Background: an optimization exercise with open tools, aiming at small area, a short achievable clock period and few clock cycles. Do not read the settings as production practice. RTL that was checked went through simulation tests only; none was proved equivalent to the original. The RTL of run 2 was laid out without a check of its function.

==> flow/design.v, too long to show whole: its modules and the start of the top module <==
// module dual_port_RAM_0: 14 lines
// module row_pass: 227 lines
// module col_pass: 236 lines
// module M2: 261 lines
module M2 (
	input  logic        Clock_50,
	input  logic        Resetn,
	input  logic [15:0] SRAM_read_data,
	input  logic        M2_start,
	output logic        SRAM_we_n,
	output logic        M2_done,
	output logic [15:0] SRAM_write_data,
	output logic [17:0] SRAM_address
);
  // ...
==> flow/flow/run.sh <==
#!/bin/bash
# The standard layout, with timing repair aiming at 8 ns of setup slack
# instead of 0.  The clock period and constraints are the standard flow's.
set -euo pipefail
bash standard.sh SETUP_SLACK_MARGIN=8 finish > standard.log 2>&1
==> flow/standard.sh <==
#!/bin/bash
# synth_recipe.tcl (not shown) runs the flow's synth.tcl, then flattens the netlist and writes it again
# the make line also repeats each setting of config.mk as NAME=value (left out here)
make -C /OpenROAD-flow-scripts/flow DESIGN_CONFIG=/design/flow/config.mk WORK_HOME=/design/flow/orfs CLKGATE_MAP_FILE= SYNTH_SCRIPT=/design/flow/synth_recipe.tcl "${@:-finish}"
==> flow/config.mk <==
export PLATFORM = sky130hd
export DESIGN_NAME = M2
export DESIGN_NICKNAME = M2
export VERILOG_FILES = /design/flow/design.v
export SDC_FILE = /design/flow/constraint.sdc
export NUM_CORES = 8
export LEC_CHECK = 0
export CAP_MARGIN = 20
export CORE_MARGIN = 2
export CORE_UTILIZATION = 55
export CTS_CLUSTER_DIAMETER = 70
export CTS_CLUSTER_SIZE = 30
export SLEW_MARGIN = 20
export SYNTH_MEMORY_MAX_BITS = 4096
==> flow/constraint.sdc <==
create_clock -name core_clock -period 12.0 [get_ports {Clock_50}]
set_input_delay 2.4000 -clock core_clock [delete_from_list [all_inputs] [get_ports {Clock_50}]]
set_output_delay 2.4000 -clock core_clock [all_outputs]
set_load 0.01 [all_outputs]
==> run summary, run 1 <==
The relative area of clock buffers and inverters in the final design came out at 3.95%. The achievable frequency came out at 255 MHz. For this design, the sink count on the clock tree is 2998. Clock tree synthesis selected as its root buffer the cell clkbuf_16. Setup repair after global routing could not meet its margin everywhere. The worst setup path is captured at a flop. The largest individual stage delay along the critical path comes from the cell fa_1. For this configuration, the core starts out at a cell density of 55.3%. The final global-route overflow total came out at 0.

The share of the synthesized netlist area taken by xor and xnor gates is 6.99%. The required time of the worst setup path came out at 12850 ps. Once placement completed, the tool counted placed cells totaling 14600. The number of flip-flops and latches came out at 2998. Once routing completed, OpenROAD measured the worst setup slack at 8070 ps. The library cell with the highest instance count after synthesis is edfxtp_1. The layout clock buffer count came out at 199. The first TritonRoute pass finished after 6 iterations. Leaving out fill and tap cells, the most frequent cell in the layout is edfxtp_1. The setup TNS after final layout is 0 ps. The multi-input gate share of total cell area came out at 42.7%.

The layout overhead on the synthesized area is 7.82%. For flop-to-flop paths, the worst setup slack is 8070 ps. Global routing used 28.5% of the available tracks. tbuf.mem holds more flip-flops than any other register.

The largest buffer count on any clock path is 4. The plain and repair buffers instantiated in the layout total 232. The number of antenna diodes is 11.

The endpoint identified for the worst register-to-register timing path is rpass.rb[2][29]$_SDFF_PP0_. The count of cells along the worst hold path came out at 0. Following the worst setup path forward leads to its endpoint at rpass.rb[2][29]$_SDFF_PP0_. Ranked by instance count, the synthesized netlist is headed by edfxtp_1, dfxtp_1, nor2_1. The slew at the pin closest to its max-slew limit came out at 1320 ps. The floorplan step defined a die boundary enclosing 274000 um2. The net count of the finished layout came out at 12700. After detailed routing, the number of remaining DRC violations is 0.

The final layout contains routed wiring with a total length of 392000 um. After detailed routing, the number of vias per cell comes to 5.97. The flow ran to the end and the layout has no timing, DRC or antenna violations. Walking the worst path, the cells encountered are fa_1 -> ha_1 -> a21o_1 -> a21o_1 -> a2111oi_4 -> o31ai_2 -> o211ai_1 -> buf_4 -> a2111o_1 -> a31oi_2 -> a31o_2 -> a211o_1 -> nand2_1. The layout buffering overhead excluding clock cells came out at 1.30%. The initial antenna violation count came out at 35.

The met1 track demand over resource came out at 41.9%.
Testbench counts, summed over its fixed seeds: cycles 1,383,204.
==> module row_pass, before the edit <==
module row_pass (input logic clk, input logic [15:0] x, input logic [17:0] x3, input logic [3:0] p0,
  output logic [29:0] ra0, ra1, ra2, ra3, rb0, rb1, rb2, rb3);
function automatic logic [59:0] csa(input logic [29:0] a, b, c);
  logic [29:0] s, cy; s = a ^ b ^ c; cy = ((a & b) | (a & c) | (b & c)) << 1; csa = {s, cy};
endfunction
function automatic logic [29:0] add30(input logic [29:0] a, b, input logic ci);
  logic [29:0] g, p, G, P, Gn, Pn;
  g = a & b; p = a ^ b; g[0] = g[0] | (p[0] & ci); G = g; P = p;
  Gn = G; Pn = P;
  Gn[1] = G[1] | (P[1] & G[0]); Pn[1] = P[1] & P[0];
  Gn[3] = G[3] | (P[3] & G[2]); Pn[3] = P[3] & P[2];
  Gn[5] = G[5] | (P[5] & G[4]); Pn[5] = P[5] & P[4];
  Gn[7] = G[7] | (P[7] & G[6]); Pn[7] = P[7] & P[6];
  Gn[9] = G[9] | (P[9] & G[8]); Pn[9] = P[9] & P[8];
  Gn[11] = G[11] | (P[11] & G[10]); Pn[11] = P[11] & P[10];
  Gn[13] = G[13] | (P[13] & G[12]); Pn[13] = P[13] & P[12];
  Gn[15] = G[15] | (P[15] & G[14]); Pn[15] = P[15] & P[14];
  Gn[17] = G[17] | (P[17] & G[16]); Pn[17] = P[17] & P[16];
  Gn[19] = G[19] | (P[19] & G[18]); Pn[19] = P[19] & P[18];
  Gn[21] = G[21] | (P[21] & G[20]); Pn[21] = P[21] & P[20];
  Gn[23] = G[23] | (P[23] & G[22]); Pn[23] = P[23] & P[22];
  Gn[25] = G[25] | (P[25] & G[24]); Pn[25] = P[25] & P[24];
  Gn[27] = G[27] | (P[27] & G[26]); Pn[27] = P[27] & P[26];
  Gn[29] = G[29] | (P[29] & G[28]); Pn[29] = P[29] & P[28];
  G = Gn; P = Pn;
  Gn = G; Pn = P;
  Gn[2] = G[2] | (P[2] & G[1]); Pn[2] = P[2] & P[1];
  Gn[3] = G[3] | (P[3] & G[1]); Pn[3] = P[3] & P[1];
  Gn[6] = G[6] | (P[6] & G[5]); Pn[6] = P[6] & P[5];
  Gn[7] = G[7] | (P[7] & G[5]); Pn[7] = P[7] & P[5];
  Gn[10] = G[10] | (P[10] & G[9]); Pn[10] = P[10] & P[9];
  Gn[11] = G[11] | (P[11] & G[9]); Pn[11] = P[11] & P[9];
  Gn[14] = G[14] | (P[14] & G[13]); Pn[14] = P[14] & P[13];
  Gn[15] = G[15] | (P[15] & G[13]); Pn[15] = P[15] & P[13];
  Gn[18] = G[18] | (P[18] & G[17]); Pn[18] = P[18] & P[17];
  Gn[19] = G[19] | (P[19] & G[17]); Pn[19] = P[19] & P[17];
  Gn[22] = G[22] | (P[22] & G[21]); Pn[22] = P[22] & P[21];
  Gn[23] = G[23] | (P[23] & G[21]); Pn[23] = P[23] & P[21];
  Gn[26] = G[26] | (P[26] & G[25]); Pn[26] = P[26] & P[25];
  Gn[27] = G[27] | (P[27] & G[25]); Pn[27] = P[27] & P[25];
  G = Gn; P = Pn;
  Gn = G; Pn = P;
  Gn[4] = G[4] | (P[4] & G[3]); Pn[4] = P[4] & P[3];
  Gn[5] = G[5] | (P[5] & G[3]); Pn[5] = P[5] & P[3];
  Gn[6] = G[6] | (P[6] & G[3]); Pn[6] = P[6] & P[3];
  Gn[7] = G[7] | (P[7] & G[3]); Pn[7] = P[7] & P[3];
  Gn[12] = G[12] | (P[12] & G[11]); Pn[12] = P[12] & P[11];
  Gn[13] = G[13] | (P[13] & G[11]); Pn[13] = P[13] & P[11];
  Gn[14] = G[14] | (P[14] & G[11]); Pn[14] = P[14] & P[11];
  Gn[15] = G[15] | (P[15] & G[11]); Pn[15] = P[15] & P[11];
  Gn[20] = G[20] | (P[20] & G[19]); Pn[20] = P[20] & P[19];
  Gn[21] = G[21] | (P[21] & G[19]); Pn[21] = P[21] & P[19];
  Gn[22] = G[22] | (P[22] & G[19]); Pn[22] = P[22] & P[19];
  Gn[23] = G[23] | (P[23] & G[19]); Pn[23] = P[23] & P[19];
  Gn[28] = G[28] | (P[28] & G[27]); Pn[28] = P[28] & P[27];
  Gn[29] = G[29] | (P[29] & G[27]); Pn[29] = P[29] & P[27];
  G = Gn; P = Pn;
  Gn = G; Pn = P;
  Gn[8] = G[8] | (P[8] & G[7]); Pn[8] = P[8] & P[7];
  Gn[9] = G[9] | (P[9] & G[7]); Pn[9] = P[9] & P[7];
  Gn[10] = G[10] | (P[10] & G[7]); Pn[10] = P[10] & P[7];
  Gn[11] = G[11] | (P[11] & G[7]); Pn[11] = P[11] & P[7];
  Gn[12] = G[12] | (P[12] & G[7]); Pn[12] = P[12] & P[7];
  Gn[13] = G[13] | (P[13] & G[7]); Pn[13] = P[13] & P[7];
  Gn[14] = G[14] | (P[14] & G[7]); Pn[14] = P[14] & P[7];
  Gn[15] = G[15] | (P[15] & G[7]); Pn[15] = P[15] & P[7];
  Gn[24] = G[24] | (P[24] & G[23]); Pn[24] = P[24] & P[23];
  Gn[25] = G[25] | (P[25] & G[23]); Pn[25] = P[25] & P[23];
  Gn[26] = G[26] | (P[26] & G[23]); Pn[26] = P[26] & P[23];
  Gn[27] = G[27] | (P[27] & G[23]); Pn[27] = P[27] & P[23];
  Gn[28] = G[28] | (P[28] & G[23]); Pn[28] = P[28] & P[23];
  Gn[29] = G[29] | (P[29] & G[23]); Pn[29] = P[29] & P[23];
  G = Gn; P = Pn;
  Gn = G; Pn = P;
  Gn[16] = G[16] | (P[16] & G[15]); Pn[16] = P[16] & P[15];
  Gn[17] = G[17] | (P[17] & G[15]); Pn[17] = P[17] & P[15];
  Gn[18] = G[18] | (P[18] & G[15]); Pn[18] = P[18] & P[15];
  Gn[19] = G[19] | (P[19] & G[15]); Pn[19] = P[19] & P[15];
  Gn[20] = G[20] | (P[20] & G[15]); Pn[20] = P[20] & P[15];
  Gn[21] = G[21] | (P[21] & G[15]); Pn[21] = P[21] & P[15];
  Gn[22] = G[22] | (P[22] & G[15]); Pn[22] = P[22] & P[15];
  Gn[23] = G[23] | (P[23] & G[15]); Pn[23] = P[23] & P[15];
  Gn[24] = G[24] | (P[24] & G[15]); Pn[24] = P[24] & P[15];
  Gn[25] = G[25] | (P[25] & G[15]); Pn[25] = P[25] & P[15];
  Gn[26] = G[26] | (P[26] & G[15]); Pn[26] = P[26] & P[15];
  Gn[27] = G[27] | (P[27] & G[15]); Pn[27] = P[27] & P[15];
  Gn[28] = G[28] | (P[28] & G[15]); Pn[28] = P[28] & P[15];
  Gn[29] = G[29] | (P[29] & G[15]); Pn[29] = P[29] & P[15];
  G = Gn; P = Pn;
  add30 = p ^ {G[28:0], ci};
endfunction
logic [1:0] sel0; logic sg0;
always_ff @(posedge clk) case (p0)
  4'd0: begin sel0 <= 2'd0; sg0 <= 1'b0; end
  4'd1: begin sel0 <= 2'd0; sg0 <= 1'b1; end
  4'd3: begin sel0 <= 2'd0; sg0 <= 1'b1; end
  4'd4: begin sel0 <= 2'd1; sg0 <= 1'b0; end
  4'd6: begin sel0 <= 2'd0; sg0 <= 1'b1; end
  4'd7: begin sel0 <= 2'd1; sg0 <= 1'b1; end
  4'd9: begin sel0 <= 2'd2; sg0 <= 1'b0; end
  4'd10: begin sel0 <= 2'd2; sg0 <= 1'b0; end
  default: begin sel0 <= 2'd3; sg0 <= 1'b0; end
endcase
logic [15:0] yu0; assign yu0 = (x ^ {16{sg0}}) ^ {1'b1, 15'd0};
logic [17:0] zu0; assign zu0 = (x3 ^ {18{sg0}}) ^ {1'b1, 17'd0};
logic [29:0] r0 [0:3];
assign r0[0] = (sel0==2'd0 ? (30'({yu0, 11'd0})) : sel0==2'd1 ? (30'({yu0, 11'd0})) : sel0==2'd2 ? (30'({zu0, 9'd0})) : 30'd0);
assign r0[1] = (sel0==2'd0 ? (30'({~zu0, 4'd0})) : sel0==2'd1 ? (30'({~zu0, 6'd0})) : sel0==2'd2 ? (30'({~zu0, 5'd0})) : 30'd0);
assign r0[2] = (sel0==2'd0 ? (30'({yu0, 3'd0})) : sel0==2'd1 ? (30'({yu0, 5'd0})) : sel0==2'd2 ? (30'({yu0, 3'd0})) : 30'd0);
assign r0[3] = (sel0==2'd0 ? 30'd0 : sel0==2'd1 ? (30'({yu0, 2'd0})) : sel0==2'd2 ? 30'd0 : 30'd0);
logic [29:0] t0_0s, t0_0c; assign {t0_0s, t0_0c} = csa(r0[0], r0[1], r0[2]);
logic [29:0] t0_1s, t0_1c; assign {t0_1s, t0_1c} = csa(t0_0s, t0_0c, r0[3]);
logic [29:0] ps0, pc0; always_ff @(posedge clk) begin ps0 <= t0_1s; pc0 <= t0_1c; end
logic [1:0] sel1; logic sg1;
always_ff @(posedge clk) case (p0)
  4'd0: begin sel1 <= 2'd0; sg1 <= 1'b0; end
  4'd1: begin sel1 <= 2'd0; sg1 <= 1'b0; end
  4'd3: begin sel1 <= 2'd0; sg1 <= 1'b0; end
  4'd4: begin sel1 <= 2'd1; sg1 <= 1'b0; end
  4'd6: begin sel1 <= 2'd0; sg1 <= 1'b0; end
  4'd7: begin sel1 <= 2'd1; sg1 <= 1'b1; end
  4'd9: begin sel1 <= 2'd2; sg1 <= 1'b0; end
  4'd10: begin sel1 <= 2'd2; sg1 <= 1'b1; end
  default: begin sel1 <= 2'd3; sg1 <= 1'b0; end
endcase
logic [15:0] yu1; assign yu1 = (x ^ {16{sg1}}) ^ {1'b1, 15'd0};
logic [17:0] zu1; assign zu1 = (x3 ^ {18{sg1}}) ^ {1'b1, 17'd0};
logic [29:0] r1 [0:3];
assign r1[0] = (sel1==2'd0 ? (30'({zu1, 9'd0})) : sel1==2'd1 ? (30'({zu1, 8'd0})) : sel1==2'd2 ? (30'({zu1, 9'd0})) : 30'd0);
assign r1[1] = (sel1==2'd0 ? (30'({yu1, 7'd0})) : sel1==2'd1 ? (30'({yu1, 4'd0})) : sel1==2'd2 ? (30'({~zu1, 5'd0})) : 30'd0);
assign r1[2] = (sel1==2'd0 ? (30'({yu1, 5'd0})) : sel1==2'd1 ? ({14'd0, ~yu1}) : sel1==2'd2 ? (30'({yu1, 3'd0})) : 30'd0);
assign r1[3] = (sel1==2'd0 ? (30'({zu1, 1'd0})) : sel1==2'd1 ? 30'd0 : sel1==2'd2 ? 30'd0 : 30'd0);
logic [29:0] t1_0s, t1_0c; assign {t1_0s, t1_0c} = csa(r1[0], r1[1], r1[2]);
logic [29:0] t1_1s, t1_1c; assign {t1_1s, t1_1c} = csa(t1_0s, t1_0c, r1[3]);
logic [29:0] ps1, pc1; always_ff @(posedge clk) begin ps1 <= t1_1s; pc1 <= t1_1c; end
logic [1:0] sel2; logic sg2;
always_ff @(posedge clk) case (p0)
  4'd0: begin sel2 <= 2'd0; sg2 <= 1'b0; end
  4'd1: begin sel2 <= 2'd0; sg2 <= 1'b1; end
  4'd3: begin sel2 <= 2'd0; sg2 <= 1'b0; end
  4'd4: begin sel2 <= 2'd1; sg2 <= 1'b1; end
  4'd6: begin sel2 <= 2'd0; sg2 <= 1'b1; end
  4'd7: begin sel2 <= 2'd1; sg2 <= 1'b0; end
  4'd9: begin sel2 <= 2'd2; sg2 <= 1'b0; end
  4'd10: begin sel2 <= 2'd2; sg2 <= 1'b1; end
  default: begin sel2 <= 2'd3; sg2 <= 1'b0; end
endcase
logic [15:0] yu2; assign yu2 = (x ^ {16{sg2}}) ^ {1'b1, 15'd0};
logic [17:0] zu2; assign zu2 = (x3 ^ {18{sg2}}) ^ {1'b1, 17'd0};
logic [29:0] r2 [0:3];
assign r2[0] = (sel2==2'd0 ? (30'({yu2, 10'd0})) : sel2==2'd1 ? (30'({zu2, 8'd0})) : sel2==2'd2 ? (30'({zu2, 9'd0})) : 30'd0);
assign r2[1] = (sel2==2'd0 ? (30'({zu2, 5'd0})) : sel2==2'd1 ? (30'({yu2, 4'd0})) : sel2==2'd2 ? (30'({~zu2, 5'd0})) : 30'd0);
assign r2[2] = (sel2==2'd0 ? (30'({yu2, 4'd0})) : sel2==2'd1 ? ({14'd0, ~yu2}) : sel2==2'd2 ? (30'({yu2, 3'd0})) : 30'd0);
assign r2[3] = (sel2==2'd0 ? (30'(yu2)) : sel2==2'd1 ? 30'd0 : sel2==2'd2 ? 30'd0 : 30'd0);
logic [29:0] t2_0s, t2_0c; assign {t2_0s, t2_0c} = csa(r2[0], r2[1], r2[2]);
logic [29:0] t2_1s, t2_1c; assign {t2_1s, t2_1c} = csa(t2_0s, t2_0c, r2[3]);
logic [29:0] ps2, pc2; always_ff @(posedge clk) begin ps2 <= t2_1s; pc2 <= t2_1c; end
logic [1:0] sel3; logic sg3;
always_ff @(posedge clk) case (p0)
  4'd0: begin sel3 <= 2'd0; sg3 <= 1'b0; end
  4'd1: begin sel3 <= 2'd0; sg3 <= 1'b1; end
  4'd3: begin sel3 <= 2'd0; sg3 <= 1'b0; end
  4'd4: begin sel3 <= 2'd1; sg3 <= 1'b1; end
  4'd6: begin sel3 <= 2'd0; sg3 <= 1'b0; end
  4'd7: begin sel3 <= 2'd1; sg3 <= 1'b0; end
  4'd9: begin sel3 <= 2'd2; sg3 <= 1'b0; end
  4'd10: begin sel3 <= 2'd2; sg3 <= 1'b0; end
  default: begin sel3 <= 2'd3; sg3 <= 1'b0; end
endcase
logic [15:0] yu3; assign yu3 = (x ^ {16{sg3}}) ^ {1'b1, 15'd0};
logic [17:0] zu3; assign zu3 = (x3 ^ {18{sg3}}) ^ {1'b1, 17'd0};
logic [29:0] r3 [0:3];
assign r3[0] = (sel3==2'd0 ? (30'({zu3, 7'd0})) : sel3==2'd1 ? (30'({yu3, 11'd0})) : sel3==2'd2 ? (30'({zu3, 9'd0})) : 30'd0);
assign r3[1] = (sel3==2'd0 ? (30'({yu3, 4'd0})) : sel3==2'd1 ? (30'({~zu3, 6'd0})) : sel3==2'd2 ? (30'({~zu3, 5'd0})) : 30'd0);
assign r3[2] = (sel3==2'd0 ? ({14'd0, ~yu3}) : sel3==2'd1 ? (30'({yu3, 5'd0})) : sel3==2'd2 ? (30'({yu3, 3'd0})) : 30'd0);
assign r3[3] = (sel3==2'd0 ? 30'd0 : sel3==2'd1 ? (30'({yu3, 2'd0})) : sel3==2'd2 ? 30'd0 : 30'd0);
logic [29:0] t3_0s, t3_0c; assign {t3_0s, t3_0c} = csa(r3[0], r3[1], r3[2]);
logic [29:0] t3_1s, t3_1c; assign {t3_1s, t3_1c} = csa(t3_0s, t3_0c, r3[3]);
logic [29:0] ps3, pc3; always_ff @(posedge clk) begin ps3 <= t3_1s; pc3 <= t3_1c; end
logic [3:0] p1; always_ff @(posedge clk) p1 <= p0;
logic xb, ld; always_ff @(posedge clk) begin ld <= (p1 == 4'd11); case (p1)
  4'd1: xb <= 1'b1;
  4'd2: xb <= 1'b1;
  4'd3: xb <= 1'b1;
  4'd5: xb <= 1'b1;
  4'd6: xb <= 1'b1;
  4'd11: xb <= 1'b1;
  default: xb <= 1'b0;
endcase end
logic [29:0] ra [0:3]; logic [29:0] rb [0:3];
logic [29:0] ua0p, ua0s, ua0c;
assign ua0p = ra[2];
assign ua0s = ua0p ^ ps0 ^ pc0; assign ua0c = {((ua0p & ps0) | (ua0p & pc0) | (ps0 & pc0)), 1'b0};
always_ff @(posedge clk) ra[0] <= ld ? 30'd622106390 : add30(ua0s, ua0c, 1'b0);
logic [29:0] ub0p, ub0s, ub0c;
assign ub0p = rb[2];
assign ub0s = ub0p ^ ps0 ^ pc0; assign ub0c = {((ub0p & ps0) | (ub0p & pc0) | (ps0 & pc0)), 1'b0};
always_ff @(posedge clk) rb[0] <= ld ? 30'd56197755 : (add30(ub0s, ub0c, 1'b0) ^ {30{xb}});
logic [29:0] ua1p, ua1s, ua1c;
assign ua1p = ra[0];
assign ua1s = ua1p ^ ps1 ^ pc1; assign ua1c = {((ua1p & ps1) | (ua1p & pc1) | (ps1 & pc1)), 1'b0};
always_ff @(posedge clk) ra[1] <= ld ? 30'd622106030 : add30(ua1s, ua1c, 1'b0);
logic [29:0] ub1p, ub1s, ub1c;
assign ub1p = rb[0];
assign ub1s = ub1p ^ ps1 ^ pc1; assign ub1c = {((ub1p & ps1) | (ub1p & pc1) | (ps1 & pc1)), 1'b0};
always_ff @(posedge clk) rb[1] <= ld ? 30'd56197829 : (add30(ub1s, ub1c, 1'b0) ^ {30{xb}});
logic [29:0] ua2p, ua2s, ua2c;
assign ua2p = ra[3];
assign ua2s = ua2p ^ ps2 ^ pc2; assign ua2c = {((ua2p & ps2) | (ua2p & pc2) | (ps2 & pc2)), 1'b0};
always_ff @(posedge clk) ra[2] <= ld ? 30'd622100626 : add30(ua2s, ua2c, 1'b0);
logic [29:0] ub2p, ub2s, ub2c;
assign ub2p = rb[3];
assign ub2s = ub2p ^ ps2 ^ pc2; assign ub2c = {((ub2p & ps2) | (ub2p & pc2) | (ps2 & pc2)), 1'b0};
always_ff @(posedge clk) rb[2] <= ld ? 30'd56197007 : (add30(ub2s, ub2c, 1'b0) ^ {30{xb}});
logic [29:0] ua3p, ua3s, ua3c;
assign ua3p = ra[1];
assign ua3s = ua3p ^ ps3 ^ pc3; assign ua3c = {((ua3p & ps3) | (ua3p & pc3) | (ps3 & pc3)), 1'b0};
always_ff @(posedge clk) ra[3] <= ld ? 30'd622103425 : add30(ua3s, ua3c, 1'b0);
logic [29:0] ub3p, ub3s, ub3c;
assign ub3p = rb[1];
assign ub3s = ub3p ^ ps3 ^ pc3; assign ub3c = {((ub3p & ps3) | (ub3p & pc3) | (ps3 & pc3)), 1'b0};
always_ff @(posedge clk) rb[3] <= ld ? 30'd56198288 : (add30(ub3s, ub3c, 1'b0) ^ {30{xb}});
assign ra0 = ra[0]; assign rb0 = rb[0];
assign ra1 = ra[1]; assign rb1 = rb[1];
assign ra2 = ra[2]; assign rb2 = rb[2];
assign ra3 = ra[3]; assign rb3 = rb[3];
endmodule
==> run 2, diff against run 1 <==
--- a/flow/design.v
+++ b/flow/design.v
@@ -365,20 +365,20 @@
   4'd7: begin sel0 <= 2'd1; sg0 <= 1'b1; end
   4'd9: begin sel0 <= 2'd2; sg0 <= 1'b0; end
   4'd10: begin sel0 <= 2'd2; sg0 <= 1'b0; end
   default: begin sel0 <= 2'd3; sg0 <= 1'b0; end
 endcase
 logic [15:0] yu0; assign yu0 = (x ^ {16{sg0}}) ^ {1'b1, 15'd0};
 logic [17:0] zu0; assign zu0 = (x3 ^ {18{sg0}}) ^ {1'b1, 17'd0};
 logic [29:0] r0 [0:3];
-assign r0[0] = (sel0==2'd0 ? (30'({yu0, 11'd0})) : sel0==2'd1 ? (30'({yu0, 11'd0})) : sel0==2'd2 ? (30'({zu0, 9'd0})) : 30'd0);
-assign r0[1] = (sel0==2'd0 ? (30'({~zu0, 4'd0})) : sel0==2'd1 ? (30'({~zu0, 6'd0})) : sel0==2'd2 ? (30'({~zu0, 5'd0})) : 30'd0);
-assign r0[2] = (sel0==2'd0 ? (30'({yu0, 3'd0})) : sel0==2'd1 ? (30'({yu0, 5'd0})) : sel0==2'd2 ? (30'({yu0, 3'd0})) : 30'd0);
-assign r0[3] = (sel0==2'd0 ? 30'd0 : sel0==2'd1 ? (30'({yu0, 2'd0})) : sel0==2'd2 ? 30'd0 : 30'd0);
+assign r0[0] = (sel0==2'd0 ? (30'({yu0, 3'd0})) : sel0==2'd1 ? (30'({~zu0, 2'd0})) : sel0==2'd2 ? (30'({yu0, 3'd0})) : 30'd0);
+assign r0[1] = (sel0==2'd0 ? (30'({yu0, 11'd0})) : sel0==2'd1 ? (30'({yu0, 11'd0})) : sel0==2'd2 ? (30'({yu0, 11'd0})) : 30'd0);
+assign r0[2] = (sel0==2'd0 ? (30'({~zu0, 4'd0})) : sel0==2'd1 ? (30'({~zu0, 4'd0})) : sel0==2'd2 ? (30'({~yu0, 9'd0})) : 30'd0);
+assign r0[3] = (sel0==2'd0 ? 30'd0 : sel0==2'd1 ? (30'({~zu0, 5'd0})) : sel0==2'd2 ? (30'({~zu0, 5'd0})) : 30'd0);
 logic [29:0] t0_0s, t0_0c; assign {t0_0s, t0_0c} = csa(r0[0], r0[1], r0[2]);
 logic [29:0] t0_1s, t0_1c; assign {t0_1s, t0_1c} = csa(t0_0s, t0_0c, r0[3]);
 logic [29:0] ps0, pc0; always_ff @(posedge clk) begin ps0 <= t0_1s; pc0 <= t0_1c; end
 logic [1:0] sel1; logic sg1;
 always_ff @(posedge clk) case (p0)
   4'd0: begin sel1 <= 2'd0; sg1 <= 1'b0; end
   4'd1: begin sel1 <= 2'd0; sg1 <= 1'b0; end
   4'd3: begin sel1 <= 2'd0; sg1 <= 1'b0; end
@@ -387,20 +387,20 @@
   4'd7: begin sel1 <= 2'd1; sg1 <= 1'b1; end
   4'd9: begin sel1 <= 2'd2; sg1 <= 1'b0; end
   4'd10: begin sel1 <= 2'd2; sg1 <= 1'b1; end
   default: begin sel1 <= 2'd3; sg1 <= 1'b0; end
 endcase
 logic [15:0] yu1; assign yu1 = (x ^ {16{sg1}}) ^ {1'b1, 15'd0};
 logic [17:0] zu1; assign zu1 = (x3 ^ {18{sg1}}) ^ {1'b1, 17'd0};
 logic [29:0] r1 [0:3];
-assign r1[0] = (sel1==2'd0 ? (30'({zu1, 9'd0})) : sel1==2'd1 ? (30'({zu1, 8'd0})) : sel1==2'd2 ? (30'({zu1, 9'd0})) : 30'd0);
-assign r1[1] = (sel1==2'd0 ? (30'({yu1, 7'd0})) : sel1==2'd1 ? (30'({yu1, 4'd0})) : sel1==2'd2 ? (30'({~zu1, 5'd0})) : 30'd0);
-assign r1[2] = (sel1==2'd0 ? (30'({yu1, 5'd0})) : sel1==2'd1 ? ({14'd0, ~yu1}) : sel1==2'd2 ? (30'({yu1, 3'd0})) : 30'd0);
-assign r1[3] = (sel1==2'd0 ? (30'({zu1, 1'd0})) : sel1==2'd1 ? 30'd0 : sel1==2'd2 ? 30'd0 : 30'd0);
+assign r1[0] = (sel1==2'd0 ? (30'({yu1, 10'd0})) : sel1==2'd1 ? (30'({yu1, 3'd0})) : sel1==2'd2 ? (30'({yu1, 3'd0})) : 30'd0);
+assign r1[1] = (sel1==2'd0 ? (30'({zu1, 1'd0})) : sel1==2'd1 ? (30'({zu1, 1'd0})) : sel1==2'd2 ? (30'({zu1, 8'd0})) : 30'd0);
+assign r1[2] = (sel1==2'd0 ? (30'({zu1, 8'd0})) : sel1==2'd1 ? (30'({zu1, 8'd0})) : sel1==2'd2 ? (30'({zu1, 8'd0})) : 30'd0);
+assign r1[3] = (sel1==2'd0 ? (30'({~zu1, 5'd0})) : sel1==2'd1 ? (30'(yu1)) : sel1==2'd2 ? (30'({~zu1, 5'd0})) : 30'd0);
 logic [29:0] t1_0s, t1_0c; assign {t1_0s, t1_0c} = csa(r1[0], r1[1], r1[2]);
 logic [29:0] t1_1s, t1_1c; assign {t1_1s, t1_1c} = csa(t1_0s, t1_0c, r1[3]);
 logic [29:0] ps1, pc1; always_ff @(posedge clk) begin ps1 <= t1_1s; pc1 <= t1_1c; end
 logic [1:0] sel2; logic sg2;
 always_ff @(posedge clk) case (p0)
   4'd0: begin sel2 <= 2'd0; sg2 <= 1'b0; end
   4'd1: begin sel2 <= 2'd0; sg2 <= 1'b1; end
   4'd3: begin sel2 <= 2'd0; sg2 <= 1'b0; end
@@ -409,20 +409,20 @@
   4'd7: begin sel2 <= 2'd1; sg2 <= 1'b0; end
   4'd9: begin sel2 <= 2'd2; sg2 <= 1'b0; end
   4'd10: begin sel2 <= 2'd2; sg2 <= 1'b1; end
   default: begin sel2 <= 2'd3; sg2 <= 1'b0; end
 endcase
 logic [15:0] yu2; assign yu2 = (x ^ {16{sg2}}) ^ {1'b1, 15'd0};
 logic [17:0] zu2; assign zu2 = (x3 ^ {18{sg2}}) ^ {1'b1, 17'd0};
 logic [29:0] r2 [0:3];
-assign r2[0] = (sel2==2'd0 ? (30'({yu2, 10'd0})) : sel2==2'd1 ? (30'({zu2, 8'd0})) : sel2==2'd2 ? (30'({zu2, 9'd0})) : 30'd0);
-assign r2[1] = (sel2==2'd0 ? (30'({zu2, 5'd0})) : sel2==2'd1 ? (30'({yu2, 4'd0})) : sel2==2'd2 ? (30'({~zu2, 5'd0})) : 30'd0);
-assign r2[2] = (sel2==2'd0 ? (30'({yu2, 4'd0})) : sel2==2'd1 ? ({14'd0, ~yu2}) : sel2==2'd2 ? (30'({yu2, 3'd0})) : 30'd0);
-assign r2[3] = (sel2==2'd0 ? (30'(yu2)) : sel2==2'd1 ? 30'd0 : sel2==2'd2 ? 30'd0 : 30'd0);
+assign r2[0] = (sel2==2'd0 ? (30'(yu2)) : sel2==2'd1 ? ({14'd0, ~yu2}) : sel2==2'd2 ? (30'({zu2, 3'd0})) : 30'd0);
+assign r2[1] = (sel2==2'd0 ? (30'({yu2, 4'd0})) : sel2==2'd1 ? (30'({yu2, 4'd0})) : sel2==2'd2 ? (30'({yu2, 4'd0})) : 30'd0);
+assign r2[2] = (sel2==2'd0 ? (30'({yu2, 10'd0})) : sel2==2'd1 ? (30'({yu2, 10'd0})) : sel2==2'd2 ? (30'({yu2, 10'd0})) : 30'd0);
+assign r2[3] = (sel2==2'd0 ? (30'({zu2, 5'd0})) : sel2==2'd1 ? (30'({~yu2, 8'd0})) : sel2==2'd2 ? (30'({zu2, 7'd0})) : 30'd0);
 logic [29:0] t2_0s, t2_0c; assign {t2_0s, t2_0c} = csa(r2[0], r2[1], r2[2]);
 logic [29:0] t2_1s, t2_1c; assign {t2_1s, t2_1c} = csa(t2_0s, t2_0c, r2[3]);
 logic [29:0] ps2, pc2; always_ff @(posedge clk) begin ps2 <= t2_1s; pc2 <= t2_1c; end
 logic [1:0] sel3; logic sg3;
 always_ff @(posedge clk) case (p0)
   4'd0: begin sel3 <= 2'd0; sg3 <= 1'b0; end
   4'd1: begin sel3 <= 2'd0; sg3 <= 1'b1; end
   4'd3: begin sel3 <= 2'd0; sg3 <= 1'b0; end
@@ -431,20 +431,20 @@
   4'd7: begin sel3 <= 2'd1; sg3 <= 1'b0; end
   4'd9: begin sel3 <= 2'd2; sg3 <= 1'b0; end
   4'd10: begin sel3 <= 2'd2; sg3 <= 1'b0; end
   default: begin sel3 <= 2'd3; sg3 <= 1'b0; end
 endcase
 logic [15:0] yu3; assign yu3 = (x ^ {16{sg3}}) ^ {1'b1, 15'd0};
 logic [17:0] zu3; assign zu3 = (x3 ^ {18{sg3}}) ^ {1'b1, 17'd0};
 logic [29:0] r3 [0:3];
-assign r3[0] = (sel3==2'd0 ? (30'({zu3, 7'd0})) : sel3==2'd1 ? (30'({yu3, 11'd0})) : sel3==2'd2 ? (30'({zu3, 9'd0})) : 30'd0);
-assign r3[1] = (sel3==2'd0 ? (30'({yu3, 4'd0})) : sel3==2'd1 ? (30'({~zu3, 6'd0})) : sel3==2'd2 ? (30'({~zu3, 5'd0})) : 30'd0);
-assign r3[2] = (sel3==2'd0 ? ({14'd0, ~yu3}) : sel3==2'd1 ? (30'({yu3, 5'd0})) : sel3==2'd2 ? (30'({yu3, 3'd0})) : 30'd0);
-assign r3[3] = (sel3==2'd0 ? 30'd0 : sel3==2'd1 ? (30'({yu3, 2'd0})) : sel3==2'd2 ? 30'd0 : 30'd0);
+assign r3[0] = (sel3==2'd0 ? (30'({yu3, 4'd0})) : sel3==2'd1 ? (30'({~yu3, 5'd0})) : sel3==2'd2 ? (30'({yu3, 4'd0})) : 30'd0);
+assign r3[1] = (sel3==2'd0 ? ({14'd0, ~yu3}) : sel3==2'd1 ? (30'({yu3, 2'd0})) : sel3==2'd2 ? (30'({zu3, 3'd0})) : 30'd0);
+assign r3[2] = (sel3==2'd0 ? (30'({zu3, 7'd0})) : sel3==2'd1 ? (30'({zu3, 7'd0})) : sel3==2'd2 ? (30'({zu3, 7'd0})) : 30'd0);
+assign r3[3] = (sel3==2'd0 ? 30'd0 : sel3==2'd1 ? (30'({zu3, 9'd0})) : sel3==2'd2 ? (30'({yu3, 10'd0})) : 30'd0);
 logic [29:0] t3_0s, t3_0c; assign {t3_0s, t3_0c} = csa(r3[0], r3[1], r3[2]);
 logic [29:0] t3_1s, t3_1c; assign {t3_1s, t3_1c} = csa(t3_0s, t3_0c, r3[3]);
 logic [29:0] ps3, pc3; always_ff @(posedge clk) begin ps3 <= t3_1s; pc3 <= t3_1c; end
 logic [3:0] p1; always_ff @(posedge clk) p1 <= p0;
 logic xb, ld; always_ff @(posedge clk) begin ld <= (p1 == 4'd11); case (p1)
   4'd1: xb <= 1'b1;
   4'd2: xb <= 1'b1;
   4'd3: xb <= 1'b1;
@@ -452,45 +452,45 @@
   4'd6: xb <= 1'b1;
   4'd11: xb <= 1'b1;
   default: xb <= 1'b0;
 endcase end
 logic [29:0] ra [0:3]; logic [29:0] rb [0:3];
 logic [29:0] ua0p, ua0s, ua0c;
 assign ua0p = ra[2];
 assign ua0s = ua0p ^ ps0 ^ pc0; assign ua0c = {((ua0p & ps0) | (ua0p & pc0) | (ps0 & pc0)), 1'b0};
-always_ff @(posedge clk) ra[0] <= ld ? 30'd622106390 : add30(ua0s, ua0c, 1'b0);
+always_ff @(posedge clk) ra[0] <= ld ? 30'd665229697 : add30(ua0s, ua0c, 1'b0);
 logic [29:0] ub0p, ub0s, ub0c;
 assign ub0p = rb[2];
 assign ub0s = ub0p ^ ps0 ^ pc0; assign ub0c = {((ub0p & ps0) | (ub0p & pc0) | (ps0 & pc0)), 1'b0};
-always_ff @(posedge clk) rb[0] <= ld ? 30'd56197755 : (add30(ub0s, ub0c, 1'b0) ^ {30{xb}});
+always_ff @(posedge clk) rb[0] <= ld ? 30'd15171664 : (add30(ub0s, ub0c, 1'b0) ^ {30{xb}});
 logic [29:0] ua1p, ua1s, ua1c;
 assign ua1p = ra[0];
 assign ua1s = ua1p ^ ps1 ^ pc1; assign ua1c = {((ua1p & ps1) | (ua1p & pc1) | (ps1 & pc1)), 1'b0};
-always_ff @(posedge clk) ra[1] <= ld ? 30'd622106030 : add30(ua1s, ua1c, 1'b0);
+always_ff @(posedge clk) ra[1] <= ld ? 30'd617648649 : add30(ua1s, ua1c, 1'b0);
 logic [29:0] ub1p, ub1s, ub1c;
 assign ub1p = rb[0];
 assign ub1s = ub1p ^ ps1 ^ pc1; assign ub1c = {((ub1p & ps1) | (ub1p & pc1) | (ps1 & pc1)), 1'b0};
-always_ff @(posedge clk) rb[1] <= ld ? 30'd56197829 : (add30(ub1s, ub1c, 1'b0) ^ {30{xb}});
+always_ff @(posedge clk) rb[1] <= ld ? 30'd62752426 : (add30(ub1s, ub1c, 1'b0) ^ {30{xb}});
 logic [29:0] ua2p, ua2s, ua2c;
 assign ua2p = ra[3];
 assign ua2s = ua2p ^ ps2 ^ pc2; assign ua2c = {((ua2p & ps2) | (ua2p & pc2) | (ps2 & pc2)), 1'b0};
-always_ff @(posedge clk) ra[2] <= ld ? 30'd622100626 : add30(ua2s, ua2c, 1'b0);
+always_ff @(posedge clk) ra[2] <= ld ? 30'd637174150 : add30(ua2s, ua2c, 1'b0);
 logic [29:0] ub2p, ub2s, ub2c;
 assign ub2p = rb[3];
 assign ub2s = ub2p ^ ps2 ^ pc2; assign ub2c = {((ub2p & ps2) | (ub2p & pc2) | (ps2 & pc2)), 1'b0};
-always_ff @(posedge clk) rb[2] <= ld ? 30'd56197007 : (add30(ub2s, ub2c, 1'b0) ^ {30{xb}});
+always_ff @(posedge clk) rb[2] <= ld ? 30'd43220699 : (add30(ub2s, ub2c, 1'b0) ^ {30{xb}});
 logic [29:0] ua3p, ua3s, ua3c;
 assign ua3p = ra[1];
 assign ua3s = ua3p ^ ps3 ^ pc3; assign ua3c = {((ua3p & ps3) | (ua3p & pc3) | (ps3 & pc3)), 1'b0};
-always_ff @(posedge clk) ra[3] <= ld ? 30'd622103425 : add30(ua3s, ua3c, 1'b0);
+always_ff @(posedge clk) ra[3] <= ld ? 30'd589598849 : add30(ua3s, ua3c, 1'b0);
 logic [29:0] ub3p, ub3s, ub3c;
 assign ub3p = rb[1];
 assign ub3s = ub3p ^ ps3 ^ pc3; assign ub3c = {((ub3p & ps3) | (ub3p & pc3) | (ps3 & pc3)), 1'b0};
-always_ff @(posedge clk) rb[3] <= ld ? 30'd56198288 : (add30(ub3s, ub3c, 1'b0) ^ {30{xb}});
+always_ff @(posedge clk) rb[3] <= ld ? 30'd90800080 : (add30(ub3s, ub3c, 1'b0) ^ {30{xb}});
 assign ra0 = ra[0]; assign rb0 = rb[0];
 assign ra1 = ra[1]; assign rb1 = rb[1];
 assign ra2 = ra[2]; assign rb2 = rb[2];
 assign ra3 = ra[3]; assign rb3 = rb[3];
 endmodule
 module col_pass (input logic clk, input logic [21:0] x, input logic [23:0] x3, input logic [3:0] p0,
   output logic [31:0] ra0, ra1, ra2, ra3, rb0, rb1, rb2, rb3);
 function automatic logic [63:0] csa(input logic [31:0] a, b, c);
@@ -601,20 +601,20 @@
   4'd7: begin sel0 <= 2'd1; sg0 <= 1'b1; end
   4'd9: begin sel0 <= 2'd2; sg0 <= 1'b0; end
   4'd10: begin sel0 <= 2'd2; sg0 <= 1'b0; end
   default: begin sel0 <= 2'd3; sg0 <= 1'b0; end
 endcase
 logic [21:0] yu0; assign yu0 = (x ^ {22{sg0}}) ^ {1'b1, 21'd0};
 logic [23:0] zu0; assign zu0 = (x3 ^ {24{sg0}}) ^ {1'b1, 23'd0};
 logic [31:0] r0 [0:3];
-assign r0[0] = (sel0==2'd0 ? (32'({yu0, 11'd0})) : sel0==2'd1 ? (32'({yu0, 11'd0})) : sel0==2'd2 ? (32'({zu0, 9'd0})) : 32'd0);
-assign r0[1] = (sel0==2'd0 ? (32'({~zu0, 4'd0})) : sel0==2'd1 ? (32'({~zu0, 6'd0})) : sel0==2'd2 ? (32'({~zu0, 5'd0})) : 32'd0);
-assign r0[2] = (sel0==2'd0 ? (32'({yu0, 3'd0})) : sel0==2'd1 ? (32'({yu0, 5'd0})) : sel0==2'd2 ? (32'({yu0, 3'd0})) : 32'd0);
-assign r0[3] = (sel0==2'd0 ? 32'd0 : sel0==2'd1 ? (32'({yu0, 2'd0})) : sel0==2'd2 ? 32'd0 : 32'd0);
+assign r0[0] = (sel0==2'd0 ? (32'({yu0, 3'd0})) : sel0==2'd1 ? (32'({~zu0, 2'd0})) : sel0==2'd2 ? (32'({yu0, 3'd0})) : 32'd0);
+assign r0[1] = (sel0==2'd0 ? (32'({yu0, 11'd0})) : sel0==2'd1 ? (32'({yu0, 11'd0})) : sel0==2'd2 ? (32'({yu0, 11'd0})) : 32'd0);
+assign r0[2] = (sel0==2'd0 ? (32'({~zu0, 4'd0})) : sel0==2'd1 ? (32'({~zu0, 4'd0})) : sel0==2'd2 ? (32'({~yu0, 9'd0})) : 32'd0);
+assign r0[3] = (sel0==2'd0 ? 32'd0 : sel0==2'd1 ? (32'({~zu0, 5'd0})) : sel0==2'd2 ? (32'({~zu0, 5'd0})) : 32'd0);
 logic [31:0] t0_0s, t0_0c; assign {t0_0s, t0_0c} = csa(r0[0], r0[1], r0[2]);
 logic [31:0] t0_1s, t0_1c; assign {t0_1s, t0_1c} = csa(t0_0s, t0_0c, r0[3]);
 logic [31:0] ps0, pc0; always_ff @(posedge clk) begin ps0 <= t0_1s; pc0 <= t0_1c; end
 logic [1:0] sel1; logic sg1;
 always_ff @(posedge clk) case (p0)
   4'd0: begin sel1 <= 2'd0; sg1 <= 1'b0; end
   4'd1: begin sel1 <= 2'd0; sg1 <= 1'b0; end
   4'd3: begin sel1 <= 2'd0; sg1 <= 1'b0; end
@@ -623,20 +623,20 @@
   4'd7: begin sel1 <= 2'd1; sg1 <= 1'b1; end
   4'd9: begin sel1 <= 2'd2; sg1 <= 1'b0; end
   4'd10: begin sel1 <= 2'd2; sg1 <= 1'b1; end
   default: begin sel1 <= 2'd3; sg1 <= 1'b0; end
 endcase
 logic [21:0] yu1; assign yu1 = (x ^ {22{sg1}}) ^ {1'b1, 21'd0};
 logic [23:0] zu1; assign zu1 = (x3 ^ {24{sg1}}) ^ {1'b1, 23'd0};
 logic [31:0] r1 [0:3];
-assign r1[0] = (sel1==2'd0 ? (32'({zu1, 9'd0})) : sel1==2'd1 ? (32'({zu1, 8'd0})) : sel1==2'd2 ? (32'({zu1, 9'd0})) : 32'd0);
-assign r1[1] = (sel1==2'd0 ? (32'({yu1, 7'd0})) : sel1==2'd1 ? (32'({yu1, 4'd0})) : sel1==2'd2 ? (32'({~zu1, 5'd0})) : 32'd0);
-assign r1[2] = (sel1==2'd0 ? (32'({yu1, 5'd0})) : sel1==2'd1 ? ({10'd0, ~yu1}) : sel1==2'd2 ? (32'({yu1, 3'd0})) : 32'd0);
-assign r1[3] = (sel1==2'd0 ? (32'({zu1, 1'd0})) : sel1==2'd1 ? 32'd0 : sel1==2'd2 ? 32'd0 : 32'd0);
+assign r1[0] = (sel1==2'd0 ? (32'({yu1, 10'd0})) : sel1==2'd1 ? (32'({yu1, 3'd0})) : sel1==2'd2 ? (32'({yu1, 3'd0})) : 32'd0);
+assign r1[1] = (sel1==2'd0 ? (32'({zu1, 1'd0})) : sel1==2'd1 ? (32'({zu1, 1'd0})) : sel1==2'd2 ? (32'({zu1, 8'd0})) : 32'd0);
+assign r1[2] = (sel1==2'd0 ? (32'({zu1, 8'd0})) : sel1==2'd1 ? (32'({zu1, 8'd0})) : sel1==2'd2 ? (32'({zu1, 8'd0})) : 32'd0);
+assign r1[3] = (sel1==2'd0 ? (32'({~zu1, 5'd0})) : sel1==2'd1 ? (32'(yu1)) : sel1==2'd2 ? (32'({~zu1, 5'd0})) : 32'd0);
 logic [31:0] t1_0s, t1_0c; assign {t1_0s, t1_0c} = csa(r1[0], r1[1], r1[2]);
 logic [31:0] t1_1s, t1_1c; assign {t1_1s, t1_1c} = csa(t1_0s, t1_0c, r1[3]);
 logic [31:0] ps1, pc1; always_ff @(posedge clk) begin ps1 <= t1_1s; pc1 <= t1_1c; end
 logic [1:0] sel2; logic sg2;
 always_ff @(posedge clk) case (p0)
   4'd0: begin sel2 <= 2'd0; sg2 <= 1'b0; end
   4'd1: begin sel2 <= 2'd0; sg2 <= 1'b1; end
   4'd3: begin sel2 <= 2'd0; sg2 <= 1'b0; end
@@ -645,20 +645,20 @@
   4'd7: begin sel2 <= 2'd1; sg2 <= 1'b0; end
   4'd9: begin sel2 <= 2'd2; sg2 <= 1'b0; end
   4'd10: begin sel2 <= 2'd2; sg2 <= 1'b1; end
   default: begin sel2 <= 2'd3; sg2 <= 1'b0; end
 endcase
 logic [21:0] yu2; assign yu2 = (x ^ {22{sg2}}) ^ {1'b1, 21'd0};
 logic [23:0] zu2; assign zu2 = (x3 ^ {24{sg2}}) ^ {1'b1, 23'd0};
 logic [31:0] r2 [0:3];
-assign r2[0] = (sel2==2'd0 ? (32'({yu2, 10'd0})) : sel2==2'd1 ? (32'({zu2, 8'd0})) : sel2==2'd2 ? (32'({zu2, 9'd0})) : 32'd0);
-assign r2[1] = (sel2==2'd0 ? (32'({zu2, 5'd0})) : sel2==2'd1 ? (32'({yu2, 4'd0})) : sel2==2'd2 ? (32'({~zu2, 5'd0})) : 32'd0);
-assign r2[2] = (sel2==2'd0 ? (32'({yu2, 4'd0})) : sel2==2'd1 ? ({10'd0, ~yu2}) : sel2==2'd2 ? (32'({yu2, 3'd0})) : 32'd0);
-assign r2[3] = (sel2==2'd0 ? (32'(yu2)) : sel2==2'd1 ? 32'd0 : sel2==2'd2 ? 32'd0 : 32'd0);
+assign r2[0] = (sel2==2'd0 ? (32'(yu2)) : sel2==2'd1 ? ({10'd0, ~yu2}) : sel2==2'd2 ? (32'({zu2, 3'd0})) : 32'd0);
+assign r2[1] = (sel2==2'd0 ? (32'({yu2, 4'd0})) : sel2==2'd1 ? (32'({yu2, 4'd0})) : sel2==2'd2 ? (32'({yu2, 4'd0})) : 32'd0);
+assign r2[2] = (sel2==2'd0 ? (32'({yu2, 10'd0})) : sel2==2'd1 ? (32'({yu2, 10'd0})) : sel2==2'd2 ? (32'({yu2, 10'd0})) : 32'd0);
+assign r2[3] = (sel2==2'd0 ? (32'({zu2, 5'd0})) : sel2==2'd1 ? (32'({~yu2, 8'd0})) : sel2==2'd2 ? (32'({zu2, 7'd0})) : 32'd0);
 logic [31:0] t2_0s, t2_0c; assign {t2_0s, t2_0c} = csa(r2[0], r2[1], r2[2]);
 logic [31:0] t2_1s, t2_1c; assign {t2_1s, t2_1c} = csa(t2_0s, t2_0c, r2[3]);
 logic [31:0] ps2, pc2; always_ff @(posedge clk) begin ps2 <= t2_1s; pc2 <= t2_1c; end
 logic [1:0] sel3; logic sg3;
 always_ff @(posedge clk) case (p0)
   4'd0: begin sel3 <= 2'd0; sg3 <= 1'b0; end
   4'd1: begin sel3 <= 2'd0; sg3 <= 1'b1; end
   4'd3: begin sel3 <= 2'd0; sg3 <= 1'b0; end
@@ -667,20 +667,20 @@
   4'd7: begin sel3 <= 2'd1; sg3 <= 1'b0; end
   4'd9: begin sel3 <= 2'd2; sg3 <= 1'b0; end
   4'd10: begin sel3 <= 2'd2; sg3 <= 1'b0; end
   default: begin sel3 <= 2'd3; sg3 <= 1'b0; end
 endcase
 logic [21:0] yu3; assign yu3 = (x ^ {22{sg3}}) ^ {1'b1, 21'd0};
 logic [23:0] zu3; assign zu3 = (x3 ^ {24{sg3}}) ^ {1'b1, 23'd0};
 logic [31:0] r3 [0:3];
-assign r3[0] = (sel3==2'd0 ? (32'({zu3, 7'd0})) : sel3==2'd1 ? (32'({yu3, 11'd0})) : sel3==2'd2 ? (32'({zu3, 9'd0})) : 32'd0);
-assign r3[1] = (sel3==2'd0 ? (32'({yu3, 4'd0})) : sel3==2'd1 ? (32'({~zu3, 6'd0})) : sel3==2'd2 ? (32'({~zu3, 5'd0})) : 32'd0);
-assign r3[2] = (sel3==2'd0 ? ({10'd0, ~yu3}) : sel3==2'd1 ? (32'({yu3, 5'd0})) : sel3==2'd2 ? (32'({yu3, 3'd0})) : 32'd0);
-assign r3[3] = (sel3==2'd0 ? 32'd0 : sel3==2'd1 ? (32'({yu3, 2'd0})) : sel3==2'd2 ? 32'd0 : 32'd0);
+assign r3[0] = (sel3==2'd0 ? (32'({yu3, 4'd0})) : sel3==2'd1 ? (32'({~yu3, 5'd0})) : sel3==2'd2 ? (32'({yu3, 4'd0})) : 32'd0);
+assign r3[1] = (sel3==2'd0 ? ({10'd0, ~yu3}) : sel3==2'd1 ? (32'({yu3, 2'd0})) : sel3==2'd2 ? (32'({zu3, 3'd0})) : 32'd0);
+assign r3[2] = (sel3==2'd0 ? (32'({zu3, 7'd0})) : sel3==2'd1 ? (32'({zu3, 7'd0})) : sel3==2'd2 ? (32'({zu3, 7'd0})) : 32'd0);
+assign r3[3] = (sel3==2'd0 ? 32'd0 : sel3==2'd1 ? (32'({zu3, 9'd0})) : sel3==2'd2 ? (32'({yu3, 10'd0})) : 32'd0);
 logic [31:0] t3_0s, t3_0c; assign {t3_0s, t3_0c} = csa(r3[0], r3[1], r3[2]);
 logic [31:0] t3_1s, t3_1c; assign {t3_1s, t3_1c} = csa(t3_0s, t3_0c, r3[3]);
 logic [31:0] ps3, pc3; always_ff @(posedge clk) begin ps3 <= t3_1s; pc3 <= t3_1c; end
 logic [3:0] p1; always_ff @(posedge clk) p1 <= p0;
 logic xb, ld; always_ff @(posedge clk) begin ld <= (p1 == 4'd11); case (p1)
   4'd1: xb <= 1'b1;
   4'd2: xb <= 1'b1;
   4'd3: xb <= 1'b1;
@@ -688,45 +688,45 @@
   4'd6: xb <= 1'b1;
   4'd11: xb <= 1'b1;
   default: xb <= 1'b0;
 endcase end
 logic [31:0] ra [0:3]; logic [31:0] rb [0:3];
 logic [31:0] ua0p, ua0s, ua0c;
 assign ua0p = ra[2];
 assign ua0s = ua0p ^ ps0 ^ pc0; assign ua0c = {((ua0p & ps0) | (ua0p & pc0) | (ps0 & pc0)), 1'b0};
-always_ff @(posedge clk) ra[0] <= ld ? 32'd1159730966 : add32(ua0s, ua0c, 1'b0);
+always_ff @(posedge clk) ra[0] <= ld ? 32'd3919583617 : add32(ua0s, ua0c, 1'b0);
 logic [31:0] ub0p, ub0s, ub0c;
 assign ub0p = rb[2];
 assign ub0s = ub0p ^ ps0 ^ pc0; assign ub0c = {((ub0p & ps0) | (ub0p & pc0) | (ps0 & pc0)), 1'b0};
-always_ff @(posedge clk) rb[0] <= ld ? 32'd3596616315 : (add32(ub0s, ub0c, 1'b0) ^ {32{xb}});
+always_ff @(posedge clk) rb[0] <= ld ? 32'd970981456 : (add32(ub0s, ub0c, 1'b0) ^ {32{xb}});
 logic [31:0] ua1p, ua1s, ua1c;
 assign ua1p = ra[0];
 assign ua1s = ua1p ^ ps1 ^ pc1; assign ua1c = {((ua1p & ps1) | (ua1p & pc1) | (ps1 & pc1)), 1'b0};
-always_ff @(posedge clk) ra[1] <= ld ? 32'd1159730606 : add32(ua1s, ua1c, 1'b0);
+always_ff @(posedge clk) ra[1] <= ld ? 32'd874517001 : add32(ua1s, ua1c, 1'b0);
 logic [31:0] ub1p, ub1s, ub1c;
 assign ub1p = rb[0];
 assign ub1s = ub1p ^ ps1 ^ pc1; assign ub1c = {((ub1p & ps1) | (ub1p & pc1) | (ps1 & pc1)), 1'b0};
-always_ff @(posedge clk) rb[1] <= ld ? 32'd3596616389 : (add32(ub1s, ub1c, 1'b0) ^ {32{xb}});
+always_ff @(posedge clk) rb[1] <= ld ? 32'd4016047786 : (add32(ub1s, ub1c, 1'b0) ^ {32{xb}});
 logic [31:0] ua2p, ua2s, ua2c;
 assign ua2p = ra[3];
 assign ua2s = ua2p ^ ps2 ^ pc2; assign ua2c = {((ua2p & ps2) | (ua2p & pc2) | (ps2 & pc2)), 1'b0};
-always_ff @(posedge clk) ra[2] <= ld ? 32'd1159725202 : add32(ua2s, ua2c, 1'b0);
+always_ff @(posedge clk) ra[2] <= ld ? 32'd2124415366 : add32(ua2s, ua2c, 1'b0);
 logic [31:0] ub2p, ub2s, ub2c;
 assign ub2p = rb[3];
 assign ub2s = ub2p ^ ps2 ^ pc2; assign ub2c = {((ub2p & ps2) | (ub2p & pc2) | (ps2 & pc2)), 1'b0};
-always_ff @(posedge clk) rb[2] <= ld ? 32'd3596615567 : (add32(ub2s, ub2c, 1'b0) ^ {32{xb}});
+always_ff @(posedge clk) rb[2] <= ld ? 32'd2766143195 : (add32(ub2s, ub2c, 1'b0) ^ {32{xb}});
 logic [31:0] ua3p, ua3s, ua3c;
 assign ua3p = ra[1];
 assign ua3s = ua3p ^ ps3 ^ pc3; assign ua3c = {((ua3p & ps3) | (ua3p & pc3) | (ps3 & pc3)), 1'b0};
-always_ff @(posedge clk) ra[3] <= ld ? 32'd1159728001 : add32(ua3s, ua3c, 1'b0);
+always_ff @(posedge clk) ra[3] <= ld ? 32'd3374321793 : add32(ua3s, ua3c, 1'b0);
 logic [31:0] ub3p, ub3s, ub3c;
 assign ub3p = rb[1];
 assign ub3s = ub3p ^ ps3 ^ pc3; assign ub3c = {((ub3p & ps3) | (ub3p & pc3) | (ps3 & pc3)), 1'b0};
-always_ff @(posedge clk) rb[3] <= ld ? 32'd3596616848 : (add32(ub3s, ub3c, 1'b0) ^ {32{xb}});
+always_ff @(posedge clk) rb[3] <= ld ? 32'd1516240848 : (add32(ub3s, ub3c, 1'b0) ^ {32{xb}});
 assign ra0 = ra[0]; assign rb0 = rb[0];
 assign ra1 = ra[1]; assign rb1 = rb[1];
 assign ra2 = ra[2]; assign rb2 = rb[2];
 assign ra3 = ra[3]; assign rb3 = rb[3];
 endmodule
 `timescale 1ns/100ps
 `default_nettype none
 module M2 (
@@ -791,17 +791,17 @@
 logic        wslot;          
 logic        do_write;
 logic        last_write;
 assign last_write = (wpl == 2'd2) && (wbr == 5'd29) && w_last_bc && (wp == 2'd3) && (wk == 3'd7);
 assign do_write = wslot && (wb_cnt != 4'd0);
 always_ff @(posedge Clock_50 or negedge Resetn) begin
 	if (!Resetn) begin
 		run <= 1'b0; rd_on <= 1'b1;
-		q <= 4'd0; rp0 <= 4'd9; cp0 <= 4'd2; cp1 <= 4'd1; wslot <= 1'b0;
+		q <= 4'd0; rp0 <= 4'd8; cp0 <= 4'd2; cp1 <= 4'd1; wslot <= 1'b0;
 		rowb <= 15'd9600; rk <= 3'd0; rbc <= 6'd0; rbr <= 5'd0; rpl <= 2'd0;
 		waddr <= 17'd0; wk <= 3'd0; wp <= 2'd0; wbc <= 6'd0; wbr <= 5'd0; wpl <= 2'd0;
 		SRAM_address <= 18'd0; SRAM_we_n <= 1'b1; SRAM_write_data <= 16'd0;
 		M2_done <= 1'b0;
 	end else begin
 		SRAM_we_n <= 1'b1;
 		if (!run) begin
 			if (M2_start && !M2_done) run <= 1'b1;
@@ -851,26 +851,27 @@
 				if (last_write) begin
 					M2_done <= 1'b1;
 					run <= 1'b0;
 				end
 			end
 		end
 	end
 end
-logic [15:0] xr;
+logic [15:0] xr, xr2;
 logic [17:0] xr3;            
 always_ff @(posedge Clock_50) begin
 	xr <= SRAM_read_data;
-	xr3 <= {{2{SRAM_read_data[15]}}, SRAM_read_data} + {SRAM_read_data[15], SRAM_read_data, 1'b0};
+	xr2 <= xr;
+	xr3 <= {{2{xr[15]}}, xr} + {xr[15], xr, 1'b0};
 end
 logic [29:0] rpa [0:3];
 logic [29:0] rpb [0:3];
 row_pass rpass (
-	.clk(Clock_50), .x(xr), .x3(xr3), .p0(rp0),
+	.clk(Clock_50), .x(xr2), .x3(xr3), .p0(rp0),
 	.ra0(rpa[0]), .ra1(rpa[1]), .ra2(rpa[2]), .ra3(rpa[3]),
 	.rb0(rpb[0]), .rb1(rpb[1]), .rb2(rpb[2]), .rb3(rpb[3])
 );
 logic        row_v;          
 logic        row_end;        
 logic [2:0]  rp_k;
 logic        rp_par;
 logic [21:0] stg [0:7];
@@ -921,17 +922,17 @@
 	if (!Resetn) begin
 		row_v <= 1'b0; row_end <= 1'b0; rp_k <= 3'd0; rp_par <= 1'b0;
 		tw_we <= 1'b0; tw_i <= 3'd0; tw_k <= 3'd0; tw_par <= 1'b0; tw_addr <= 6'd0;
 		cp_on <= 1'b0; cp_pend <= 1'b0; cp_par <= 1'b0; cp_pend_par <= 1'b0; cp_m <= 3'd0;
 		cp_addr <= 6'd0;
 		cv1 <= 1'b0; cm1 <= 3'd0; cv2 <= 1'b0; cm2 <= 3'd0; col_done <= 1'b0; col_odd <= 1'b0;
 	end else begin
 		if (run && q == 4'd10) row_v <= rd_on;
-		row_end <= run && (q == 4'd3) && row_v;
+		row_end <= run && (q == 4'd4) && row_v;
 		if (row_end) begin
 			rp_k <= rp_k + 3'd1;
 			if (rp_k == 3'd7) rp_par <= ~rp_par;
 			tw_we <= 1'b1; tw_i <= 3'd0; tw_k <= rp_k; tw_par <= rp_par;
 			tw_addr <= rp_par ? {mof(3'd0), rp_k} : {rp_k, mof(3'd0)};
 		end else if (tw_we) begin
 			tw_i <= tw_i + 3'd1;
 			if (tw_i == 3'd7) tw_we <= 1'b0;
==> flow/config.mk (replaced) <==
export PLATFORM = sky130hd
export DESIGN_NAME = M2
export DESIGN_NICKNAME = M2
export VERILOG_FILES = /design/flow/design.v
export SDC_FILE = /design/flow/constraint.sdc
export NUM_CORES = 8
export LEC_CHECK = 0
export CAP_MARGIN = 20
export CORE_MARGIN = 2
export CORE_UTILIZATION = 40
export CTS_CLUSTER_DIAMETER = 70
export CTS_CLUSTER_SIZE = 30
export SLEW_MARGIN = 20
export SYNTH_MEMORY_MAX_BITS = 4096
==> run 2 against run 1 <==
  * Cell count increased by 6.6%
  * Die area increased by 35%
  * Still clean
  * Sequential share of layout area increased by 0.25 points
  * Non-clock buffer count increased by 16
  * Critical endpoint is now cpass.rb[1][31]$_SDFF_PP1_
  * Highest routed layer unchanged
  * Synthesized cell count decreased by 2.8%
  * Sequential cell count increased by 1
==> run summary, run 2 <==
The cell area that synthesis handed to floorplanning was 146000 um2. The largest net degree at the start of global routing came out at 164. The post-place instance area came out at 152000 um2. The largest clock skew in the final design came out at 61.5 ps.

The final global-route overflow total came to 0 (unchanged). The final routed DRC violation total came out at 0 (unchanged). After routing the design area is 159000 um2. The share of cells above drive strength 1 came out at 13.1%. The TritonCTS buffer count is 176. For the worst setup path, the data arrival time is 4800 ps. Counting instances in the post-synthesis netlist gives the leading cell types as edfxtp_1, dfxtp_1, nor2_1. The via count of the first global-routing pass was 89200.

The count of warnings emitted by yosys is 26. The final RePlAce weighted congestion is 0.914. Sequential cells were found to cover 52.9% of the synthesized design area. The number of max-slew violations in the final report is 0. The post-route worst setup slack came to 8020 ps (-50.8 ps). The initial standard-cell utilization of the core came out at 40.2% (-15 points). The H-tree depth came out at 4. The flip-flop and latch count after synthesis came out at 2999. The critical path goes through fa_1 -> ha_1 -> a21o_1 -> a21o_1 -> a2111oi_4 -> o31ai_2 -> nand4_1 -> a21oi_1 -> buf_4 -> a41o_4 -> o21ai_2 -> or4b_2 -> and3_1. On the critical path, the stage with the largest delay is an instance of or4b_2.

The count of standard-cell rows is 221. The number of cell instances on the worst register-to-register path is 13. The biggest area contributor in the post-synthesis netlist is edfxtp_1. Once detailed placement completed, the half-perimeter wirelength came to 271000 um. The count of different cell masters after synthesis came out at 89. Of the available clock period, the critical path in the final layout requires 33.1%. STA classifies the critical path startpoint as a flop. The region available for standard cell placement spans 363000 um2. The via count of the routed design is 87200.

The clock sink total came out at 2999 (+0.033%). The run finished with no timing, DRC or antenna violations. The count of max-cap constraint violations came out at 0. The area enclosed by the die boundary came out at 369000 um2 (+35%). Setup repair after global routing could not meet its margin everywhere. In this run the vertical extent of the chip is 608 um. The number of input and output port buffers inserted is 54.

Pin placement for this block handled 55 I/O pins. The number of iterations in the first detailed-routing pass is 6 (unchanged). The worst hold slack after final layout is 367 ps. The first routing iteration left 8535 violations.

The fraction of synthesized cell area taken by the top area cell type came out at 33.4%. After synthesis, the share of flip-flops with an asynchronous set or reset is 5.47%. The flip-flop cell with the highest count after synthesis is edfxtp_1.

The number of nets with antenna violations after detailed routing came out at 0. In the layout the commonest cells are edfxtp_1, dfxtp_1, nand2_1. The worst slack at placement came out at 7270 ps.

The relative max-transition margin is 17.8%. The global-route wire length before repair is 587000 um.

The most common cell in the synthesized netlist is edfxtp_1. The most frequent cell on the critical path is a21o_1. On the worst path, the slowest cell contributes a delay of 600 ps.

The total wirelength of the detailed-routed design came out at 396000 um (+1.1%). The most common cell after layout, fill and taps aside is edfxtp_1. The setup TNS after final layout came out at 0 ps (unchanged). The largest buffer count on any clock path is 4 (unchanged).

The worst setup path is captured at a flop. TritonCTS built the clock tree. The count of cells along the worst hold path is 0 (unchanged). The biggest fanout along the worst timing path is 4. The via density per instance was 5.48 (-8.1%). The die width is 608 um. The routed length per placed instance came out at 24.9 um. The total count of hold-check failures in the final report is 0. Counting I/O delays and the setup requirement, the final critical path takes 3980 ps. The number of setup violations in the final report came out at 0.

Sorting the synthesized cells by area gives the leading types as edfxtp_1, dfxtp_1, fa_1, mux4_2, ha_1. Compared with the post-synthesis result, the final layout area differs by 9.17%. The required time of the worst setup path came to 12830 ps (-20 ps). The net count of the finished layout came to 12400 (-2.2%). The number of enable flip-flop cells after synthesis came out at 1622. In this run the clock root is driven by a clkbuf_16. For the worst-skew pair, the clock arrives at the later sink with an insertion delay of 960 ps. The achievable frequency came to 251 MHz (-1.3%). Clock-pin slew was measured on the worst setup and hold paths at 100 ps.

The slew at the pin closest to its max-slew limit was 1230 ps (-84.7 ps). The largest registers in the layout are tbuf.mem (1408), stg (176). The path class of the tightest hold or removal check is flop to flop.

The critical path class is flop to flop. The per-instance average area after synthesis came out at 13.2 um2.

The initial antenna violation count came to 17 (-51%). The register with the most flip-flops in the layout has 1408 of them. The global router's overall resource usage came out at 21.1% (-7.4 points). Counting flops per register, the top entry is tbuf.mem.

Counting every instance in the synthesized netlist gives 11100.
-- run 2: cell types whose count changed after synthesis, moves of 58 or more --
cell	change
a21oi_1	-135
nor2_1	-62
o21ai_0	+63
o22ai_1	-141
xnor2_1	-90
clkbuf_1	-58
nand2_1	+93
-- run 2: routing by layer --
layer	up-vias	GRT usage (%)	wire length, um
met2	2926	34.7	186000
met3	592	2.69	25900
met1	44800	29.6	173000
met4	2	5.62	11400
met5	-	0	12
li1	38900	-	-
-- run 2: what timing repair did --
item / CTS / global route
gates resized for setup: 204 / 48
pin swaps: 15 / 25
cloned: 2 / 0
setup endpoints to repair: 175 / 83
setup buffers: 25 / 14
hold buffers: 0 / 0
-- run 2: cells by family after synthesis --
logic type	Yosys count	synth area share [%]
buffers and inverters	970	2.50
xor gates and xnor gates	1062	6.38
adders and majority gates	1425	15.9
and+or+nand+nor	2445	7.24
DFF	2999	52.9
muxes	661	8.64
AOI/OAI and AO/OA	1502	6.45
-- run 2: area by class of cell --
cell class              count  area [um2]
fillers                 32300      203000
flip-flops and latches   2999       77200
multi-input cells        7095       65700
well taps                4794        6000
clock buffers             195        4640
repair buffers            248        2040
clock inverters           128        1850
inverters                 435        1640
diodes                     10        25.0
-- run 2: final timing paths --
| path | start | slack [ps] | end |
|---|---|---|---|
| min reg2reg | cm1$_DFF_PN0_ | 370 | cm2$_DFF_PN0_ |
| max reg2reg | cpass.rb[0][2]$_SDFF_PP0_ | 8020 | cpass.rb[1][31]$_SDFF_PP1_ |
| min in group asynchronous | Resetn | 1520 | SRAM_address[14]$_DFFE_PN0P_ |
| min | cm1$_DFF_PN0_ | 370 | cm2$_DFF_PN0_ |
| max in group asynchronous | Resetn | 9270 | q[1]$_DFFE_PN0P_ |
| max | cpass.rb[0][2]$_SDFF_PP0_ | 8020 | cpass.rb[1][31]$_SDFF_PP1_ |
-- run 2: critical path, delay by kind of cell, from the launching register on --
family | cells | cell delay [ps]
AOI/OAI and AO/OA | 7 | 1470
and+or+nand+nor | 3 | 1070
adders and majority gates | 2 | 820
DFF | 1 | 330
buffers and inverters | 1 | 180
-- run 2: stage by stage --
step | cells | util [%]
after floorplan | 11100 | -
after global routing | 15900 | 43.9
after global placement | 15500 | 41.9
after detailed placement | 15500 | 41.9
after CTS | 15900 | 43.8
final | 15900 | 43.9

## port drivers added, routing unchanged
How much do the figures lean on ideal ports? The routed layouts below were timed once more, with nothing changed but the port constraints. Step 1 assumes that a clkbuf_16 drives the clock port and a buf_2 every other input. Step 2 moves the port delays by t, midway between the first and last clock arrival at a register: inputs arrive t later, outputs are due t later. That takes back most of the time a late clock gives input paths. Three values: no drivers, after step 1, after step 2; two values: the first two.
run	t (ns)	slack for setup (ns)	hold slack, ns	worst setup path at the end	cell pins on the clock port's net
run 1	0.980	8.074 / 7.988 / 7.248	0.392 / 0.392 / 0.392	input to register	1
run 2	1.030	8.024 / 7.927 / 8.024	0.367 / 0.367 / 0.367	register to register	1
After both steps every run listed still meets setup and hold. For run 1, which loses most, drivers alone change the setup slack by -0.086 ns; drivers and shift together by -0.826 ns.
